Background: an optimization exercise with open tools, aiming at small area. Do not read the settings as production practice.
The RTL was checked by simulation tests, not by an equivalence proof against the original design.
The flow treats the clock pin as an ideal source. Dropping or thinning the clock tree relies on that and would not hold on a real chip.
Power figures rest on the tool's default switching activity, not on a simulated workload.

## P
==> flow/design.v (excerpt) <==
module servo_pwm(
    input   sclk,
    input   rst,
    input   key1,
    input   key2,
    output  PWM
);
Settings: LEC_CHECK=0, CAP_MARGIN=20, CORE_AREA=2.3 2.72 60.3 59.84, DIE_AREA=0 0 62.6 62.56, SLEW_MARGIN=20; clock period 10.0 ns.
standard.sh (not shown) runs the stock make flow with config.mk's settings and CLKGATE_MAP_FILE= SYNTH_SCRIPT=/design/flow/synth_recipe.tcl, a recipe that flattens the netlist after the stock synthesis.
==> flow/flow/run.sh <==
#!/bin/bash
# Layout flow: ORFS, with an area-oriented synthesis (flow/mysynth.tcl, same
# front end, register inference and naming as the standard synthesis), plain
# buf_1 port buffers and a small clock tree.
set -euo pipefail
W=$PWD
export MY_ABC_RUNS="${MY_ABC_RUNS:-nf:0 nf:1 nf:2 nf:3 nf:4 nf:5 nf:6 nf:7 nf:25 nf:27 nf:29 nf2:1 nf2:4 nf2:25 nf2:27 amap:0 amap:1 amap:2}"
make -C "$FLOW_HOME" DESIGN_CONFIG="$FLOW_CONFIG" WORK_HOME="$W/orfs" CLKGATE_MAP_FILE= \
    SYNTH_SCRIPT="$W/flow/mysynth.tcl" \
    BUFFER_PORTS_ARGS="-buffer_cell sky130_fd_sc_hd__buf_1" \
    PRE_CTS_TCL="$W/flow/cts_one_buffer.tcl" MY_CLK_PORT=sclk MY_CLK_BUF=sky130_fd_sc_hd__buf_12 \
    finish > "$W/make.log" 2>&1
R=$W/orfs/results/$FLOW_PLATFORM/servo_pwm/base
: # left out here: write the final layout as DEF
==> flow/flow/mysynth.tcl <==
proc synth {args} { yosys synth -nofsm -noshare {*}$args }
source $::env(SCRIPTS_DIR)/synth_preamble.tcl
read_checkpoint $::env(RESULTS_DIR)/1_1_yosys_canonicalize.rtlil
hierarchy -check -top $::env(DESIGN_NAME)
synth -flatten -run :fine
synth -top $::env(DESIGN_NAME) -run fine:
chformal -remove
delete t:\$print
renames -wire
opt -purge
dfflibmap {*}$lib_args {*}$lib_dont_use_args
opt
setundef -zero

design -save pre_abc
set best_area 1e30
set best_tag ""
set runs {}
# MY_ABC_RUNS lists the runs as kind:seed, kind amap, nf or nf2 (nf mapped twice)
foreach r $::env(MY_ABC_RUNS) {
  lassign [split $r :] kind s
  if { $kind eq "amap" } {
    lappend runs [list "deepsyn${s}_amap" "strash\n&get -n\n&deepsyn -T 20 -S $s\n&put\ndch -f\namap -m\ntopo\n"]
  } elseif { $kind eq "nf2" } {
    lappend runs [list "deepsyn${s}_nf2" "strash\n&get -n\n&deepsyn -T 20 -S $s\n&dch -f\n&nf -a -R 100\n&put\nstrash\n&get -n\n&dch -f\n&nf -a -R 100\n&put\ntopo\n"]
  } else {
    lappend runs [list "deepsyn${s}_nf" "strash\n&get -n\n&deepsyn -T 20 -S $s\n&dch -f\n&nf -a -R 100\n&put\ntopo\n"]
  }
}
lappend runs [list "plain" ""]
foreach run $runs {
  lassign $run tag text
  design -load pre_abc
  if { $text eq "" } {
    abc {*}$lib_args {*}$lib_dont_use_args
  } else {
    set f $::env(OBJECTS_DIR)/my_$tag.abc
    set fh [open $f w]
    puts -nonewline $fh $text
    close $fh
    abc -script $f {*}$lib_args {*}$lib_dont_use_args
  }
  opt_clean -purge
  set st [tee -q -s result.string stat {*}$lib_args]
  if { [regexp {Chip area for module[^:]*:\s+([0-9.]+)} $st -> area] } {
    puts "ABC run $tag: area $area"
    if { $area < $best_area } {
      set best_area $area
      set best_tag $tag
      design -save best_abc
    }
  }
}
puts "Keeping ABC run $best_tag: area $best_area"
design -load best_abc

splitnets
opt_clean -purge
hilomap -singleton -hicell {*}$::env(TIEHI_CELL_AND_PORT) -locell {*}$::env(TIELO_CELL_AND_PORT)
insbuf -buf {*}$::env(MIN_BUF_CELL_AND_PORTS)
tee -o $::env(REPORTS_DIR)/synth_check.txt check
tee -o $::env(REPORTS_DIR)/synth_stat.txt stat {*}$lib_args
check -assert -mapped
# left out here: clear keep_hierarchy, flatten, clean up, hide names made inside functions, write 1_2_yosys.v
exec cp $::env(SDC_FILE) $::env(RESULTS_DIR)/1_synth.sdc
Other scripts of this flow, unchanged in this note and not shown: flow/flow/cts_one_buffer.tcl
Input changes introduced in Q (baseline for comparison: P):
--- a/flow/flow/run.sh
+++ b/flow/flow/run.sh
@@ -5,5 +5,5 @@
 set -euo pipefail
 W=$PWD
-export MY_ABC_RUNS="${MY_ABC_RUNS:-nf:0 nf:1 nf:2 nf:3 nf:4 nf:5 nf:6 nf:7 nf:25 nf:27 nf:29 nf2:1 nf2:4 nf2:25 nf2:27 amap:0 amap:1 amap:2}"
+export MY_ABC_RUNS="${MY_ABC_RUNS:-nf:0 nf:1 nf:2 nf:3 nf:4 nf:5 nf:6 nf:7 nf:8 nf:9 nf:10 nf:11 amap:0 amap:1 amap:2 amap:3}"
 make -C "$FLOW_HOME" DESIGN_CONFIG="$FLOW_CONFIG" WORK_HOME="$W/orfs" CLKGATE_MAP_FILE= \
     SYNTH_SCRIPT="$W/flow/mysynth.tcl" \
--- a/flow/flow/mysynth.tcl
+++ b/flow/flow/mysynth.tcl
@@ -17,11 +17,9 @@
 set best_tag ""
 set runs {}
-# MY_ABC_RUNS lists the runs as kind:seed, kind amap, nf or nf2 (nf mapped twice)
+# MY_ABC_RUNS lists the runs as kind:seed, kind amap or nf
 foreach r $::env(MY_ABC_RUNS) {
   lassign [split $r :] kind s
   if { $kind eq "amap" } {
     lappend runs [list "deepsyn${s}_amap" "strash\n&get -n\n&deepsyn -T 20 -S $s\n&put\ndch -f\namap -m\ntopo\n"]
-  } elseif { $kind eq "nf2" } {
-    lappend runs [list "deepsyn${s}_nf2" "strash\n&get -n\n&deepsyn -T 20 -S $s\n&dch -f\n&nf -a -R 100\n&put\nstrash\n&get -n\n&dch -f\n&nf -a -R 100\n&put\ntopo\n"]
   } else {
     lappend runs [list "deepsyn${s}_nf" "strash\n&get -n\n&deepsyn -T 20 -S $s\n&dch -f\n&nf -a -R 100\n&put\ntopo\n"]
## What came out
- Q: flow completed, timing, DRC and antenna clean
- Compared to P, Q has multi-input logic portion of the cell area 0.53 points higher.
- Diff P..Q | highest clock rate | negligible
- Changes observed in Q relative to P: die area was more or less identical, pin slew with the least headroom to its limit went up by 130 ps, cell area went up by 5.0 um2, total cell area at the placement stage went up by 0.41%.
- Going from P to Q, sequential share of layout area went down 0.19 points, global routing met2 resource utilization decreased 1.9 points, number of rows in the core area comparable, wire length dropped 3.8%.
- Cmp P and Q / post-synth design cell area / lower: P
No run of this note takes its clock network from TritonCTS; it comes from the design's own scripts or RTL.

========
== job 101 ==
Another version of the RTL of servo_pwm (not shown whole).
Size in the first run: roughly 5 I/O pins, roughly 1600 um2 of cells after synthesis.
Design servo_pwm, start of the top module:
module servo_pwm(
    input   sclk,
    input   rst,
    input   key1,
    input   key2,
    output  PWM
);
clock: 10.0 ns
lec_check: 0
cap_margin: 20
core_margin: 2
core_utilization: 40
slew_margin: 20
run.sh (not shown) runs the stock make flow with config.mk's settings and CLKGATE_MAP_FILE= SYNTH_SCRIPT=/design/flow/synth_recipe.tcl, a recipe that flattens the netlist after the stock synthesis.
Stock flow here: none of the scripts above is used.
Both conditions hold for job 101: the flow ran to the end and the final layout passed the timing, design-rule and antenna checks.
--- input diff job 101..job 102 ---
==> flow/flow/run.sh (new file) <==
#!/bin/bash
# Layout flow: ORFS, with an area-oriented synthesis (flow/mysynth.tcl, same
# front end, register inference and naming as the standard synthesis), plain
# buf_1 port buffers and a small clock tree.
set -euo pipefail
W=$PWD
export MY_ABC_SCRIPT=${MY_ABC_SCRIPT:-none}
[ -f "$W/flow/my.abc" ] && export MY_ABC_SCRIPT=$W/flow/my.abc
make -C "$FLOW_HOME" DESIGN_CONFIG="$FLOW_CONFIG" WORK_HOME="$W/orfs" CLKGATE_MAP_FILE= \
    SYNTH_SCRIPT="$W/flow/mysynth.tcl" \
    BUFFER_PORTS_ARGS="-buffer_cell sky130_fd_sc_hd__buf_1" \
    CTS_ARGS="-sink_clustering_enable -repair_clock_nets -dont_use_dummy_load -buf_list sky130_fd_sc_hd__clkbuf_8 -sink_clustering_size 40 -sink_clustering_max_diameter 200" \
    finish > "$W/make.log" 2>&1
R=$W/orfs/results/$FLOW_PLATFORM/servo_pwm/base
: # left out here: write the final layout as DEF
==> flow/flow/mysynth.tcl (new file) <==
proc synth {args} { yosys synth -nofsm -noshare {*}$args }
source $::env(SCRIPTS_DIR)/synth_preamble.tcl
read_checkpoint $::env(RESULTS_DIR)/1_1_yosys_canonicalize.rtlil
hierarchy -check -top $::env(DESIGN_NAME)
synth -flatten -run :fine
synth -top $::env(DESIGN_NAME) -run fine:
chformal -remove
delete t:\$print
renames -wire
opt -purge
dfflibmap {*}$lib_args {*}$lib_dont_use_args
opt
setundef -zero
set my_script $::env(MY_ABC_SCRIPT)
if {$my_script eq "none"} { abc {*}$lib_args {*}$lib_dont_use_args } else { abc -script $my_script {*}$lib_args {*}$lib_dont_use_args -constr $::env(OBJECTS_DIR)/abc.constr }
splitnets
opt_clean -purge
hilomap -singleton -hicell {*}$::env(TIEHI_CELL_AND_PORT) -locell {*}$::env(TIELO_CELL_AND_PORT)
insbuf -buf {*}$::env(MIN_BUF_CELL_AND_PORTS)
tee -o $::env(REPORTS_DIR)/synth_check.txt check
tee -o $::env(REPORTS_DIR)/synth_stat.txt stat {*}$lib_args
check -assert -mapped
# left out here: clear keep_hierarchy, flatten, clean up, hide names made inside functions, write 1_2_yosys.v
exec cp $::env(SDC_FILE) $::env(RESULTS_DIR)/1_synth.sdc
==> flow/standard.sh (new file) <==
#!/bin/bash
# synth_recipe.tcl (not shown) runs the flow's synth.tcl, then flattens the netlist and writes it again
# the make line also repeats each setting of config.mk as NAME=value (left out here)
make -C /OpenROAD-flow-scripts/flow DESIGN_CONFIG=/design/flow/config.mk WORK_HOME=/design/flow/orfs CLKGATE_MAP_FILE= SYNTH_SCRIPT=/design/flow/synth_recipe.tcl "${@:-finish}"
removed: flow/run.sh
Findings:
Cmp job 102 and job 101 / routed length on met1 / higher: job 101
Job 102 completed; timing, DRC and antenna clean
When job 102 is set beside job 101, its critical path depth turns out to be 1 larger.
From job 101 to job 102 the numbers moved as follows: register share of the cell area picked up an extra 8.6 points; worst hold slack after final layout neither gained nor lost much; worst setup slack after layout lost 0.31 ns; mux share of post-synthesis cell area lost 2.6 points.
#### Input delta (job 103 over job 102)
--- a/flow/flow/run.sh
+++ b/flow/flow/run.sh
@@ -10,5 +10,5 @@
     SYNTH_SCRIPT="$W/flow/mysynth.tcl" \
     BUFFER_PORTS_ARGS="-buffer_cell sky130_fd_sc_hd__buf_1" \
-    CTS_ARGS="-sink_clustering_enable -repair_clock_nets -dont_use_dummy_load -buf_list sky130_fd_sc_hd__clkbuf_8 -sink_clustering_size 40 -sink_clustering_max_diameter 200" \
+    PRE_CTS_TCL="$W/flow/cts_one_buffer.tcl" MY_CLK_PORT=sclk MY_CLK_BUF=sky130_fd_sc_hd__clkbuf_16 \
     finish > "$W/make.log" 2>&1
 R=$W/orfs/results/$FLOW_PLATFORM/servo_pwm/base
==> flow/flow/cts_one_buffer.tcl (new file) <==
# Clock distribution for a small design: one clock buffer, placed at the
# centre of its sinks, drives every register clock pin. Replaces TritonCTS
# for this step; cts.tcl then legalizes and repairs as usual.
rename clock_tree_synthesis orfs_clock_tree_synthesis
proc clock_tree_synthesis {args} {
  set block [ord::get_db_block]
  set bterm [$block findBTerm $::env(MY_CLK_PORT)]
  set clk_net [$bterm getNet]
  set master [[ord::get_db] findMaster $::env(MY_CLK_BUF)]
  set buf [odb::dbInst_create $block $master clkbuf_root]
  set new_net [odb::dbNet_create $block clknet_root]
  $clk_net setSigType CLOCK
  $new_net setSigType CLOCK
  set sx 0
  set sy 0
  set n 0
  foreach it [$clk_net getITerms] {
    set inst [$it getInst]
    set loc [$inst getLocation]
    set sx [expr {$sx + [lindex $loc 0]}]
    set sy [expr {$sy + [lindex $loc 1]}]
    incr n
    $it disconnect
    $it connect $new_net
  }
  [$buf findITerm A] connect $clk_net
  [$buf findITerm X] connect $new_net
  $buf setLocation [expr {$sx / $n}] [expr {$sy / $n}]
  $buf setPlacementStatus PLACED
  puts "one-buffer clock: $n sinks on [$master getName]"
  set_propagated_clock [all_clocks]
}
==> comparison <==
Where cell-internal power is concerned, job 102 is outperformed by job 103.
Job 102 → job 103: effective utilization at floorplan shows no meaningful change; shortest period the worst path allows shows an increase of 0.092 ns.
In job 103, critical path required time is lower than in job 102.
Total length of routed wires: job 103 vs job 102 down 1.2%
Job 103 packs its core more loosely than job 102.
As far as critical path depth goes, job 103 and job 102 are indistinguishable; the numbers are identical.
Synthesis-to-finish area growth: job 103 < job 102
The global-route track usage on met2 of job 103 exceeds that of job 102 by 0.31 points.
The clock transition at the register clock pins on the worst setup and hold paths after CTS was comparable across job 102 and job 103.
The clock cells of job 103 come from the design's own scripts or RTL, not from TritonCTS.

## afterwards: timing with drivers on the ports
The results above use ideal ports. As a check the final layouts listed here were re-extracted and re-timed, cells and wires unchanged.
Step 1 assumes that a clkbuf_16 drives the clock port and a buf_2 every other input.
Step 2 also shifts input and output timing later by t, the mid clock arrival at the registers, as if the neighbouring blocks saw the same clock.
a / b / c = ideal ports / drivers / drivers and shift; a / b = the first two.
| run | t, ns | setup WS [ns] | worst setup path after step 2 | clock arrival spread, ns | worst data-port slew with drivers (ns) |
|---|---|---|---|---|---|
| P | 0.170 | 6.341 / 6.348 / 6.177 | input to register | 0.003 / 0.003 | 0.03 |
| Q | 0.167 | 6.332 / 6.341 / 6.174 | input to register | 0.006 / 0.005 | 0.03 |
| job 101 | 0.300 | 6.245 / 6.248 / 5.947 | input to register | 0.006 / 0.005 | 0.03 |
| job 102 | 0.287 | 5.932 / 5.934 / 5.647 | input to register | 0.004 / 0.003 | 0.03 |
| job 103 | 0.192 | 5.840 / 5.847 / 5.656 | input to register | 0.002 / 0.003 | 0.03 |
After both steps setup and hold are still met in every run listed. The setup slack of job 101, which loses most, moves by +0.003 ns with the drivers and by -0.298 ns with both steps.
